Context: an optimization exercise on an open-source flow, tuned for small area and a short achievable clock period. The choices shown serve that exercise and are no tape-out recipe.
The RTL was checked by simulation tests, not by an equivalence proof against the original design.
Power figures rest on the tool's default switching activity, not on a simulated workload.

Design pipelined, start of the top module:
module pipelined(
    input  logic        i_clk,
    input  logic        i_reset,
    input  logic [31:0] i_io_sw,
    output logic [31:0] o_imem_addr,
    input  logic [31:0] i_imem_rdata,
    output logic [15:0] o_dmem_addr,
    output logic [31:0] o_dmem_wdata,
    output logic [3:0]  o_dmem_bmask,
    output logic        o_dmem_wren,
    input  logic [31:0] i_dmem_rdata,
    output logic [31:0] o_io_ledr,
    output logic [31:0] o_io_ledg,
    output logic [31:0] o_io_lcd,
    output logic [6:0]  o_io_hex0,
    output logic [6:0]  o_io_hex1,
    output logic [6:0]  o_io_hex2,
    output logic [6:0]  o_io_hex3,
    output logic [6:0]  o_io_hex4,
    output logic [6:0]  o_io_hex5,
    output logic [6:0]  o_io_hex6,
    output logic [6:0]  o_io_hex7,
    output logic [31:0] o_pc_debug,
    output logic        o_insn_vld,
    output logic        o_ctrl,
    output logic        o_mispred
);
Size in the first run: roughly 10000 cells after synthesis, about 2800 flip-flops, roughly 370 I/O pins.
==> flow/config.mk <==
export PLATFORM = sky130hd
export DESIGN_NAME = pipelined
export DESIGN_NICKNAME = pipelined
export VERILOG_FILES = /design/flow/design.v
export SDC_FILE = /design/flow/constraint.sdc
export NUM_CORES = 4
export LEC_CHECK = 0
export CAP_MARGIN = 20
export CORE_MARGIN = 2
export CORE_UTILIZATION = 30
export SLEW_MARGIN = 20
export TNS_END_PERCENT = 0
==> flow/constraint.sdc <==
create_clock -name core_clock -period 15.0 [get_ports {i_clk}]
set_input_delay 3.0000 -clock core_clock [delete_from_list [all_inputs] [get_ports {i_clk}]]
set_output_delay 3.0000 -clock core_clock [all_outputs]
set_load 0.01 [all_outputs]
standard.sh (not shown) runs the stock make flow with config.mk's settings and CLKGATE_MAP_FILE= SYNTH_SCRIPT=/design/flow/synth_recipe.tcl, a recipe that flattens the netlist after the stock synthesis.
==> flow/flow/run.sh <==
#!/bin/bash
# The standard layout (standard.sh), tuned:
#  - timing repair aims at an 11 ns setup margin, i.e. well below the 15 ns
#    period, repairing only the worst path (TNS_END_PERCENT 0 in config.mk);
#  - repair may resize across cell footprints;
#  - larger CTS sink clusters without dummy loads (smaller clock tree);
#  - every port still gets a buffer, a buf_2 (repair may resize it).
set -o pipefail
export SETUP_SLACK_MARGIN=11
export BUFFER_PORTS_ARGS="-buffer_cell sky130_fd_sc_hd__buf_2"
export CTS_ARGS="-sink_clustering_enable -repair_clock_nets -sink_clustering_size 25 -sink_clustering_max_diameter 100 -dont_use_dummy_load"
bash standard.sh MATCH_CELL_FOOTPRINT=0 finish 2>&1 | tee standard_run.log
Then changed:
--- a/flow/flow/run.sh
+++ b/flow/flow/run.sh
@@ -2,5 +2,5 @@
 # The standard layout (standard.sh), tuned:
 #  - timing repair aims at an 11 ns setup margin, i.e. well below the 15 ns
-#    period, repairing only the worst path (TNS_END_PERCENT 0 in config.mk);
+#    period, repairing the worst 20% of failing endpoints (TNS_END_PERCENT in config.mk);
 #  - repair may resize across cell footprints;
 #  - larger CTS sink clusters without dummy loads (smaller clock tree);
- CORE_UTILIZATION: 30 -> 35
- TNS_END_PERCENT: 0 -> 20
- The changed run completed without violations
- worst setup slack is worse by 22 ps
- utilization grows by 7.0 points
- final area came out higher by a few percent
- non-clock buffer count is higher by 260
- routed wire length increases by a few percent

---

pipelined again, from the RTL that the note above started with.
==> flow/config.mk <==
export PLATFORM = sky130hd
export DESIGN_NAME = pipelined
export DESIGN_NICKNAME = pipelined
export VERILOG_FILES = /design/flow/design.v
export SDC_FILE = /design/flow/constraint.sdc
export NUM_CORES = 4
export LEC_CHECK = 0
export CAP_MARGIN = 20
export CORE_MARGIN = 2
export CORE_UTILIZATION = 50
export SLEW_MARGIN = 20
export TNS_END_PERCENT = 0
==> flow/constraint.sdc <==
create_clock -name core_clock -period 15.0 [get_ports {i_clk}]
set_input_delay 3.0000 -clock core_clock [delete_from_list [all_inputs] [get_ports {i_clk}]]
set_output_delay 3.0000 -clock core_clock [all_outputs]
set_load 0.01 [all_outputs]
==> flow/flow/run.sh <==
#!/bin/bash
# The standard layout (standard.sh), tuned:
#  - timing repair aims at an 11 ns setup margin, i.e. well below the 15 ns
#    period, repairing only the worst path (TNS_END_PERCENT 0 in config.mk);
#  - repair may resize across cell footprints;
#  - larger CTS sink clusters without dummy loads (smaller clock tree).
set -o pipefail
export SETUP_SLACK_MARGIN=11
export CTS_ARGS="-sink_clustering_enable -repair_clock_nets -sink_clustering_size 25 -sink_clustering_max_diameter 100 -dont_use_dummy_load"
bash standard.sh MATCH_CELL_FOOTPRINT=0 finish 2>&1 | tee standard_run.log
==> next run, changes <==
--- a/flow/flow/run.sh
+++ b/flow/flow/run.sh
@@ -5,5 +5,7 @@
 #  - repair may resize across cell footprints;
-#  - larger CTS sink clusters without dummy loads (smaller clock tree).
+#  - larger CTS sink clusters without dummy loads (smaller clock tree);
+#  - every port still gets a buffer, a buf_2 (repair may resize it).
 set -o pipefail
 export SETUP_SLACK_MARGIN=11
+export BUFFER_PORTS_ARGS="-buffer_cell sky130_fd_sc_hd__buf_2"
 export CTS_ARGS="-sink_clustering_enable -repair_clock_nets -sink_clustering_size 25 -sink_clustering_max_diameter 100 -dont_use_dummy_load"
What happened: Area after synthesis does not change. Design area came out lower slightly. Critical path depth came out lower by 1. Worst hold slack is better by 13 ps. Worst setup slack is better by 48 ps. Combinational power came out higher by a few percent. Die area stays the same. Clock power came out higher by a few percent. Sequential cell count does not change. Total power came out higher by a few percent.

## static timing again, ports no longer ideal
No port has a modelled driver above. Below, the same layouts with a new extraction and two added sets of constraints.
Step 1: set_driving_cell puts a clkbuf_16 on i_clk and a buf_2 on each other input, an assumption about the parent block.
Step 2 also shifts input and output timing later by t, the mid clock arrival at the registers, as if the neighbouring blocks saw the same clock.
Three values: no drivers, after step 1, after step 2; two values: the first two.
run | t, ns | setup slack, ns | worst hold slack (ns) | worst setup path at the end | pins driven straight from the clock port
the first run of note 1 | 1.012 | 10.056 / 10.056 / 9.541 | 0.278 / 0.278 / 0.278 | input, reset recovery | 1
the second run of note 1 | 0.986 | 10.034 / 9.964 / 9.901 | 0.334 / 0.334 / 0.334 | input to register | 1
the first run of note 2 | 0.956 | 9.947 / 9.947 / 9.661 | 0.308 / 0.308 / 0.308 | input to register | 1
the second run of note 2 | 0.970 | 9.995 / 9.984 / 9.532 | 0.321 / 0.321 / 0.321 | input, reset recovery | 1
After both steps setup and hold are still met in every run listed. For the first run of note 1, which loses most, drivers alone change the setup slack by 0.000 ns; drivers and shift together by -0.515 ns. Setup slack includes reset recovery checks.
